This is an optimization exercise on Yosys and OpenROAD, whose aim is small area, not a production implementation.
Function was checked by simulation only, so behaviour that the tests miss may differ from the original.
No driver is modelled on the clock port, so clocking that relies on it looks cheaper here than on a real chip.
Power is estimated from default activity; no workload was simulated.

==> flow/design.v <==
`timescale 1ns / 1ps
module aihs_ao22 (input a1, input a2, input b1, input b2, output y);
assign y = (a1 & a2) | (b1 & b2);
endmodule
module aihs_aoi222 (input a1, input a2, input b1, input b2, input c1, input c2, output y);
assign y = ~((a1 & a2) | (b1 & b2) | (c1 & c2));
endmodule
module aihs_nand2 (input a, input b, output y);
assign y = ~(a & b);
endmodule
module aihs_nand3 (input a, input b, input c, output y);
assign y = ~(a & b & c);
endmodule
module aihs_nand4 (input a, input b, input c, input d, output y);
assign y = ~(a & b & c & d);
endmodule
module aihs_ctl (
input ins, input [3:0] ks, input [3:0] keep_insert, input nz1, input nzh0,
input valid_insert, input s_ready, input valid_in, input pulse, input rst_n,
output k1111, output k0111, output k0011, output k0001, output kval,
output en, output en_n, output en1, output hs, output ek_n, output eh, output eh_n,
output [3:0] ehb,
output si1, output si2, output si3, output b0, output b1, output b2, output b3,
output ld, output hold, output sh, output a1, output a2, output a3
);
assign k1111 = keep_insert == 4'b1111;
assign k0111 = keep_insert == 4'b0111;
assign k0011 = keep_insert == 4'b0011;
assign k0001 = keep_insert == 4'b0001;
assign kval = k1111 | k0111 | k0011 | k0001;
assign en = valid_in & ~pulse & rst_n;    
assign en_n = ~en;
assign en1 = en & nz1;
assign hs = valid_insert & s_ready;       
assign ek_n = ~hs;
assign eh = hs & kval;                    
assign eh_n = ~eh;
assign ehb = {4{eh}} & {k1111, k1111 | k0111, ~k0001, 1'b1};
assign si1 = ins & k0111;
assign si2 = ins & k0011;
assign si3 = ins & k0001;
assign b0 = ~ins & ks[0];
assign b1 = ~ins & ks[1];
assign b2 = ~ins & ks[2];
assign b3 = ~ins & ks[3];
assign ld = (ins & kval) | b0 | b1 | b2 | b3;
assign hold = ~ld;
assign sh = ins & k1111 & nzh0;
assign a1 = (si1 | b1) & nz1;
assign a2 = (si2 | b2) & nz1;
assign a3 = (si3 | b3) & nz1;
endmodule
module axi_stream_insert_header_1 #(
parameter DATA_WD = 32,
parameter DATA_BYTE_WD = DATA_WD / 8,
parameter BYTE_CNT_WD = $clog2(DATA_BYTE_WD)
) (
input clk,
input rst_n,
input valid_in,
input [DATA_WD-1 : 0] data_in,
input [DATA_BYTE_WD-1 : 0] keep_in,
input last_in,
output ready_in,
output valid_out,
output [DATA_WD-1 : 0] data_out,
output [DATA_BYTE_WD-1 : 0] keep_out,
output last_out,
input ready_out,
input valid_insert,
input [DATA_WD-1 : 0] data_insert,
input [DATA_BYTE_WD-1 : 0] keep_insert,
input [BYTE_CNT_WD-1: 0] byte_insert_cnt,
output ready_insert
);
reg l1, l2, lo0, lo1;
wire pulse = ~l1 & l2;
always @(posedge clk or negedge rst_n)
if (!rst_n) begin
    l1 <= 1'b0; l2 <= 1'b0; lo0 <= 1'b0; lo1 <= 1'b0;
end else begin
    l1 <= last_in; l2 <= l1; lo0 <= pulse; lo1 <= lo0;
end
assign ready_in = ~pulse;
assign last_out = lo1;
reg s_ready, ins, n1;
always @(posedge clk or negedge rst_n)
if (!rst_n) begin
    s_ready <= 1'b0; ins <= 1'b0; n1 <= 1'b0;
end else begin
    ins <= hs; s_ready <= ~ins; n1 <= s_ready;
end
assign ready_insert = s_ready;
assign valid_out = ~n1 | s_ready;
wire k1111, k0111, k0011, k0001, kval, en, en_n, en1, hs, ek_n, eh, eh_n;
wire si1, si2, si3, b0, b1, b2, b3, ld, hold, sh, a1, a2, a3;
wire [3:0] ehb;
reg nz1, nzh0;
reg [3:0] ks;     
aihs_ctl u_ctl (.ins(ins), .ks(ks), .keep_insert(keep_insert), .nz1(nz1), .nzh0(nzh0),
    .valid_insert(valid_insert), .s_ready(s_ready), .valid_in(valid_in), .pulse(pulse), .rst_n(rst_n),
    .k1111(k1111), .k0111(k0111), .k0011(k0011), .k0001(k0001), .kval(kval),
    .en(en), .en_n(en_n), .en1(en1), .hs(hs), .ek_n(ek_n), .eh(eh), .eh_n(eh_n), .ehb(ehb),
    .si1(si1), .si2(si2), .si3(si3), .b0(b0), .b1(b1), .b2(b2), .b3(b3),
    .ld(ld), .hold(hold), .sh(sh), .a1(a1), .a2(a2), .a3(a3));
always @(posedge clk or negedge rst_n)
if (!rst_n) nz1 <= 1'b0;
else if (en) nz1 <= 1'b1;
always @(posedge clk or negedge rst_n)
if (!rst_n) nzh0 <= 1'b0;
else if (eh) nzh0 <= 1'b1;
reg [31:0] r1, r2, hdr;
reg [3:0] kin;
wire [31:0] r1_d, r2_d, hdr_d;
wire [3:0] kin_d, ks_d;
wire [3:0] ks_new = {k0001, k0011, k0111, k1111};
genvar i;
generate
for (i = 0; i < 32; i = i + 1) begin : g_w
    aihs_ao22 u_r1 (.a1(en), .a2(data_in[i]), .b1(en_n), .b2(r1[i]), .y(r1_d[i]));
    aihs_ao22 u_r2 (.a1(en1), .a2(r1[i]), .b1(en_n), .b2(r2[i]), .y(r2_d[i]));
    aihs_ao22 u_hd (.a1(ehb[i/8]), .a2(data_insert[i]), .b1(eh_n), .b2(hdr[i]), .y(hdr_d[i]));
end
for (i = 0; i < 4; i = i + 1) begin : g_k
    aihs_ao22 u_ki (.a1(en), .a2(keep_in[i]), .b1(en_n), .b2(kin[i]), .y(kin_d[i]));
    aihs_ao22 u_ks (.a1(hs), .a2(ks_new[i]), .b1(ek_n), .b2(ks[i]), .y(ks_d[i]));
end
endgenerate
always @(posedge clk) begin
    r1 <= r1_d; r2 <= r2_d; hdr <= hdr_d; kin <= kin_d; ks <= ks_d;
end
reg [31:0] hdo;
reg nzh;
wire [31:0] hdo_d;
generate
for (i = 0; i < 8; i = i + 1) begin : g_h
    wire x3a, x3b, x3c;
    aihs_aoi222 u3a (.a1(sh), .a2(hdr[24+i]), .b1(si1), .b2(data_insert[16+i]), .c1(si2), .c2(data_insert[8+i]), .y(x3a));
    aihs_aoi222 u3b (.a1(si3), .a2(data_insert[i]), .b1(b0), .b2(r2[24+i]), .c1(b1), .c2(r2[16+i]), .y(x3b));
    aihs_aoi222 u3c (.a1(b2), .a2(r2[8+i]), .b1(b3), .b2(r2[i]), .c1(hold), .c2(hdo[24+i]), .y(x3c));
    aihs_nand3 u3 (.a(x3a), .b(x3b), .c(x3c), .y(hdo_d[24+i]));
    wire x2a, x2b, x2c, x2d;
    aihs_aoi222 u2a (.a1(sh), .a2(hdr[16+i]), .b1(si1), .b2(data_insert[8+i]), .c1(si2), .c2(data_insert[i]), .y(x2a));
    aihs_aoi222 u2b (.a1(a3), .a2(r1[24+i]), .b1(b0), .b2(r2[16+i]), .c1(b1), .c2(r2[8+i]), .y(x2b));
    aihs_nand2 u2c (.a(b2), .b(r2[i]), .y(x2c));
    aihs_nand2 u2d (.a(hold), .b(hdo[16+i]), .y(x2d));
    aihs_nand4 u2 (.a(x2a), .b(x2b), .c(x2c), .d(x2d), .y(hdo_d[16+i]));
    wire x1a, x1b, x1c;
    aihs_aoi222 u1a (.a1(sh), .a2(hdr[8+i]), .b1(si1), .b2(data_insert[i]), .c1(a2), .c2(r1[24+i]), .y(x1a));
    aihs_aoi222 u1b (.a1(a3), .a2(r1[16+i]), .b1(b0), .b2(r2[8+i]), .c1(b1), .c2(r2[i]), .y(x1b));
    aihs_nand2 u1c (.a(hold), .b(hdo[8+i]), .y(x1c));
    aihs_nand3 u1 (.a(x1a), .b(x1b), .c(x1c), .y(hdo_d[8+i]));
    wire x0a, x0b;
    aihs_aoi222 u0a (.a1(sh), .a2(hdr[i]), .b1(a1), .b2(r1[24+i]), .c1(a2), .c2(r1[16+i]), .y(x0a));
    aihs_aoi222 u0b (.a1(a3), .a2(r1[8+i]), .b1(b0), .b2(r2[i]), .c1(hold), .c2(hdo[i]), .y(x0b));
    aihs_nand2 u0 (.a(x0a), .b(x0b), .y(hdo_d[i]));
end
endgenerate
always @(posedge clk) hdo <= hdo_d;
always @(posedge clk or negedge rst_n)
if (!rst_n) nzh <= 1'b0;
else if (ld) nzh <= 1'b1;
wire so = ready_out & nzh, sr = ~ready_out;
generate
for (i = 0; i < 32; i = i + 1) begin : g_o
    aihs_ao22 u_o (.a1(so), .a2(hdo[i]), .b1(sr), .b2(r2[i]), .y(data_out[i]));
end
endgenerate
reg [3:0] keep_out_r;
wire [3:0] kl = ({4{k1111}} & kin) | ({4{k0111}} & {kin[2:0], 1'b0})
              | ({4{k0011}} & {kin[1:0], 2'b0}) | ({4{k0001}} & {kin[0], 3'b0})
              | {4{~kval}};
always @(posedge clk or negedge rst_n)
if (!rst_n) keep_out_r <= 4'b0;
else keep_out_r <= valid_out ? 4'b1111 : ({4{lo1}} & kl);
assign keep_out = keep_out_r;
endmodule
export LEC_CHECK = 0
export CAP_MARGIN = 20
export CORE_MARGIN = 2
export CORE_UTILIZATION = 40
export SLEW_MARGIN = 20
export SYNTH_HIERARCHICAL = 1
create_clock -name core_clock -period 5.0 [get_ports {clk}]
standard.sh (not shown) runs the stock make flow with config.mk's settings and CLKGATE_MAP_FILE= SYNTH_SCRIPT=/design/flow/synth_recipe.tcl, a recipe that flattens the netlist after the stock synthesis.
==> flow/flow/run.sh <==
#!/bin/bash
# The standard layout (standard.sh) with these changes:
#  - the port buffers are buf_1 instead of the default pick;
#  - CTS builds its tree from clkbuf_4 (root clkbuf_8) with no dummy loads,
#    and post_cts.tcl upsizes leaf buffers whose slew is high.
# make's output goes to make.log; ORFS keeps each step's log under orfs/logs.
set -euo pipefail
export BUFFER_PORTS_ARGS="-buffer_cell sky130_fd_sc_hd__buf_1"
export CTS_ARGS="-sink_clustering_enable -repair_clock_nets -dont_use_dummy_load -root_buf sky130_fd_sc_hd__clkbuf_8 -buf_list sky130_fd_sc_hd__clkbuf_4"
export POST_CTS_TCL="$(pwd)/flow/post_cts.tcl"
bash standard.sh > make.log 2>&1
==> flow/flow/post_cts.tcl <==
estimate_parasitics -placement
set upsized 0
foreach inst [get_cells *] {
  if {[get_property $inst ref_name] == "sky130_fd_sc_hd__clkbuf_4"} {
    set pin [get_pins [get_full_name $inst]/X]
    if {[get_property $pin slew_max] > 0.110} {
      replace_cell [get_full_name $inst] sky130_fd_sc_hd__clkbuf_8
      incr upsized
    }
  }
}
puts "post_cts: upsized $upsized clock buffers"
if {$upsized > 0} {
  detailed_placement
  check_placement -verbose
  estimate_parasitics -placement
}
The baseline went through all stages and came out clean.
Then changed:
--- a/flow/design.v
+++ b/flow/design.v
@@ -12,9 +12,9 @@
 assign y = ~(a & b & c);
 endmodule
-module aihs_nand4 (input a, input b, input c, input d, output y);
-assign y = ~(a & b & c & d);
+module aihs_nand2aoi22 (input x1, input x2, input a1, input a2, input b1, input b2, output y);
+assign y = ~(x1 & x2 & ~((a1 & a2) | (b1 & b2)));
 endmodule
 module aihs_ctl (
-input ins, input [3:0] ks, input [3:0] keep_insert, input nz1, input nzh0,
+input ins, input [3:0] ksn, input [3:0] keep_insert, input nz1, input nzh0,
 input valid_insert, input s_ready, input valid_in, input pulse, input rst_n,
 output k1111, output k0111, output k0011, output k0001, output kval,
@@ -40,8 +40,8 @@
 assign si2 = ins & k0011;
 assign si3 = ins & k0001;
-assign b0 = ~ins & ks[0];
-assign b1 = ~ins & ks[1];
-assign b2 = ~ins & ks[2];
-assign b3 = ~ins & ks[3];
+assign b0 = ~(ins | ksn[0]);
+assign b1 = ~(ins | ksn[1]);
+assign b2 = ~(ins | ksn[2]);
+assign b3 = ~(ins | ksn[3]);
 assign ld = (ins & kval) | b0 | b1 | b2 | b3;
 assign hold = ~ld;
@@ -97,6 +97,6 @@
 wire [3:0] ehb;
 reg nz1, nzh0;
-reg [3:0] ks;     
-aihs_ctl u_ctl (.ins(ins), .ks(ks), .keep_insert(keep_insert), .nz1(nz1), .nzh0(nzh0),
+reg [3:0] ksn;    
+aihs_ctl u_ctl (.ins(ins), .ksn(ksn), .keep_insert(keep_insert), .nz1(nz1), .nzh0(nzh0),
     .valid_insert(valid_insert), .s_ready(s_ready), .valid_in(valid_in), .pulse(pulse), .rst_n(rst_n),
     .k1111(k1111), .k0111(k0111), .k0011(k0011), .k0001(k0001), .kval(kval),
@@ -113,6 +113,6 @@
 reg [3:0] kin;
 wire [31:0] r1_d, r2_d, hdr_d;
-wire [3:0] kin_d, ks_d;
-wire [3:0] ks_new = {k0001, k0011, k0111, k1111};
+wire [3:0] kin_d, ksn_d;
+wire [3:0] ksn_new = ~{k0001, k0011, k0111, k1111};
 genvar i;
 generate
@@ -124,9 +124,9 @@
 for (i = 0; i < 4; i = i + 1) begin : g_k
     aihs_ao22 u_ki (.a1(en), .a2(keep_in[i]), .b1(en_n), .b2(kin[i]), .y(kin_d[i]));
-    aihs_ao22 u_ks (.a1(hs), .a2(ks_new[i]), .b1(ek_n), .b2(ks[i]), .y(ks_d[i]));
+    aihs_ao22 u_ks (.a1(hs), .a2(ksn_new[i]), .b1(ek_n), .b2(ksn[i]), .y(ksn_d[i]));
 end
 endgenerate
 always @(posedge clk) begin
-    r1 <= r1_d; r2 <= r2_d; hdr <= hdr_d; kin <= kin_d; ks <= ks_d;
+    r1 <= r1_d; r2 <= r2_d; hdr <= hdr_d; kin <= kin_d; ksn <= ksn_d;
 end
 reg [31:0] hdo;
@@ -140,10 +140,8 @@
     aihs_aoi222 u3c (.a1(b2), .a2(r2[8+i]), .b1(b3), .b2(r2[i]), .c1(hold), .c2(hdo[24+i]), .y(x3c));
     aihs_nand3 u3 (.a(x3a), .b(x3b), .c(x3c), .y(hdo_d[24+i]));
-    wire x2a, x2b, x2c, x2d;
+    wire x2a, x2b;
     aihs_aoi222 u2a (.a1(sh), .a2(hdr[16+i]), .b1(si1), .b2(data_insert[8+i]), .c1(si2), .c2(data_insert[i]), .y(x2a));
     aihs_aoi222 u2b (.a1(a3), .a2(r1[24+i]), .b1(b0), .b2(r2[16+i]), .c1(b1), .c2(r2[8+i]), .y(x2b));
-    aihs_nand2 u2c (.a(b2), .b(r2[i]), .y(x2c));
-    aihs_nand2 u2d (.a(hold), .b(hdo[16+i]), .y(x2d));
-    aihs_nand4 u2 (.a(x2a), .b(x2b), .c(x2c), .d(x2d), .y(hdo_d[16+i]));
+    aihs_nand2aoi22 u2 (.x1(x2a), .x2(x2b), .a1(b2), .a2(r2[i]), .b1(hold), .b2(hdo[16+i]), .y(hdo_d[16+i]));
     wire x1a, x1b, x1c;
     aihs_aoi222 u1a (.a1(sh), .a2(hdr[8+i]), .b1(si1), .b2(data_insert[i]), .c1(a2), .c2(r1[24+i]), .y(x1a));
Power goes up by 5.9%; worst setup slack gets worse by 0.091 ns; area after synthesis is about the same; worst hold slack gets worse by 0.0046 ns; global-route usage hardly moves; utilization goes up by 0.14 points; first-iteration DRC count goes down by 13%; via count goes down by 0.66%.

[re-timing with driven ports]
No port has a modelled driver above. Below, the same layouts with a new extraction and two added sets of constraints. Step 1, drivers: a clkbuf_16 drives clk and a buf_2 each remaining input, both assumed. Step 2 also shifts input and output timing later by t, the mid clock arrival at the registers, as if the neighbouring blocks saw the same clock. a / b / c = no drivers / after step 1 / after step 2; a / b = the first two.
| run | t (ns) | setup WS [ns] | worst setup path at the end | cell pins on the clock port's net |
|---|---|---|---|---|
| the first run | 0.450 | 1.885 / 1.900 / 1.450 | input to register | 1 |
| the second run | 0.450 | 1.794 / 1.798 / 1.348 | input to register | 1 |
After both steps every run listed still meets setup and hold. The setup slack of the second run, which loses most, moves by +0.004 ns with the drivers and by -0.446 ns with both steps.
